What follows belongs to an exercise in optimizing a design on an open flow for small area; a production flow would make more cautious choices.
In this exercise RTL edits were held to simulation tests only and were not proved equivalent to the original.
Power and IR drop assume default switching activity.

## fifo_priority
module fifo_priority
#(
  parameter int DW    = 33,
  parameter int DEPTH = 5
)
(
  input  logic                clk,
  input  logic                rst,
  input  logic[DW-1:0]      data_in,
  input  logic              vld_i,
  output logic              rdy_o,
  output logic[DW-1:0]   data_out,
  output logic              vld_o,
  input  logic              rdy_i
);
==> flow/config.mk <==
export PLATFORM = sky130hd
export DESIGN_NAME = fifo_priority
export DESIGN_NICKNAME = fifo_priority
export VERILOG_FILES = /design/flow/design.v
export SDC_FILE = /design/flow/constraint.sdc
export NUM_CORES = 4
export LEC_CHECK = 0
export CAP_MARGIN = 20
export CORE_MARGIN = 2
export CORE_UTILIZATION = 65
export SLEW_MARGIN = 20
export SYNTH_HIERARCHICAL = 1
export SYNTH_MINIMUM_KEEP_SIZE = 0
==> flow/constraint.sdc <==
create_clock -name core_clock -period 5.0 [get_ports {clk}]
set_input_delay 1.0000 -clock core_clock [delete_from_list [all_inputs] [get_ports {clk}]]
set_output_delay 1.0000 -clock core_clock [all_outputs]
set_load 0.01 [all_outputs]
standard.sh (not shown) runs the stock make flow with config.mk's settings and CLKGATE_MAP_FILE= SYNTH_SCRIPT=/design/flow/synth_recipe.tcl, a recipe that flattens the netlist after the stock synthesis.
==> flow/flow/run.sh <==
#!/bin/bash
# The standard layout, with two changes: the port buffers are the smallest
# buffer cell, and clock tree synthesis uses small clock buffers and adds no
# dummy loads.
set -euo pipefail
cd "$(dirname "$0")/.."
bash standard.sh \
  "BUFFER_PORTS_ARGS=-buffer_cell sky130_fd_sc_hd__buf_1" \
  "CTS_ARGS=-sink_clustering_enable -repair_clock_nets -dont_use_dummy_load -buf_list {sky130_fd_sc_hd__clkbuf_8} -sink_clustering_size 20 -sink_clustering_max_diameter 90" \
  finish > flow.log 2>&1
Edit:
==> flow/flow/run.sh (replaced) <==
#!/bin/bash
# The standard layout, with two changes: the port buffers are the smallest
# buffer cell, and clock tree synthesis uses small clock buffers and adds no
# dummy loads.
set -euo pipefail
cd "$(dirname "$0")/.."
bash standard.sh \
  "BUFFER_PORTS_ARGS=-buffer_cell sky130_fd_sc_hd__buf_1" \
  "CTS_ARGS=-sink_clustering_enable -repair_clock_nets -dont_use_dummy_load -buf_list {sky130_fd_sc_hd__clkbuf_8} -sink_clustering_size 18 -sink_clustering_max_diameter 90" \
  finish > flow.log 2>&1
Settings changed: CORE_UTILIZATION 65 to 75.
Outcome: Routed wire length is about the same; clock power increases by about 4%; synthesized cell count does not change; worst setup slack gets worse by 0.42 ns; cell area hardly moves; non-clock buffer count went down by 2; sequential power hardly moves; total power went up by 1.1%; worst hold slack stays flat; count of clock-buffer cells in the layout went up by 2; maximum frequency goes down by about 10%.

fifo_priority, a different RTL version from the one above (not shown whole).
Size: about 300 flip-flops, about 0.011 sq mm of cells after synthesis.
export LEC_CHECK = 0
export CAP_MARGIN = 20
export CORE_MARGIN = 2
export CORE_UTILIZATION = 40
export SLEW_MARGIN = 20
export SYNTH_HIERARCHICAL = 1
export SYNTH_MINIMUM_KEEP_SIZE = 0
create_clock -name core_clock -period 5.0 [get_ports {clk}]
==> flow/flow/run.sh <==
#!/bin/bash
# The standard layout, with two changes: the port buffers are the smallest
# buffer cell, and clock tree synthesis uses small clock buffers and adds no
# dummy loads.
set -euo pipefail
cd "$(dirname "$0")/.."
bash standard.sh \
  "BUFFER_PORTS_ARGS=-buffer_cell sky130_fd_sc_hd__buf_1" \
  "CTS_ARGS=-sink_clustering_enable -repair_clock_nets -dont_use_dummy_load -buf_list {sky130_fd_sc_hd__clkbuf_8} -sink_clustering_size 20 -sink_clustering_max_diameter 90" \
  finish > flow.log 2>&1
The baseline completed without violations.
Then changed:
==> flow/flow/run.sh (replaced) <==
#!/bin/bash
# The standard layout, with two changes: the port buffers are the smallest
# buffer cell, and clock tree synthesis uses small clock buffers and adds no
# dummy loads.
set -euo pipefail
cd "$(dirname "$0")/.."
bash standard.sh \
  "BUFFER_PORTS_ARGS=-buffer_cell sky130_fd_sc_hd__buf_1" \
  "CTS_ARGS=-sink_clustering_enable -repair_clock_nets -dont_use_dummy_load -buf_list {sky130_fd_sc_hd__clkbuf_8} -sink_clustering_size 20 -sink_clustering_max_diameter 50" \
  finish > flow.log 2>&1
- CORE_UTILIZATION: 40 -> 65
Outcome:
- The new run went through all stages and came out clean
- clock power grows by about 10%
- final cell count shrinks by about 11%
- routed wire length grows by 1.8%
Then changed:
- CORE_UTILIZATION: 65 -> 40
Effect: The changed run completed without violations. Worst setup slack improves by 0.95 ns. Sequential power is about the same. Clock-buffer cell count grows by 1.

-- re-timing with driven ports --
No port has a modelled driver above. Below, the same layouts with a new extraction and two added sets of constraints.
Step 1, drivers: a clkbuf_16 drives clk and a buf_2 each remaining input, both assumed.
Step 2 also shifts input and output timing later by t, the mid clock arrival at the registers, as if the neighbouring blocks saw the same clock.
Three values: no drivers, after step 1, after step 2; two values: the first two.
run | shift t [ns] | setup slack, ns | clock arrival spread, ns | worst data-port slew with drivers (ns)
the first run of note 1 | 0.574 | 1.464 / 1.421 / 1.842 | 0.024 / 0.024 | 0.04
the second run of note 1 | 0.568 | 1.046 / 1.006 / 1.336 | 0.031 / 0.030 | 0.04
the first run of note 2 | 0.575 | 1.618 / 1.573 / 1.484 | 0.009 / 0.009 | 0.04
the second run of note 2 | 0.591 | 0.733 / 0.693 / 0.993 | 0.056 / 0.055 | 0.04
the third run of note 2 | 0.584 | 1.679 / 1.633 / 1.507 | 0.063 / 0.063 | 0.04
After both steps setup and hold are still met in every run listed. For the third run of note 2, which loses most, drivers alone change the setup slack by -0.046 ns; drivers and shift together by -0.172 ns.
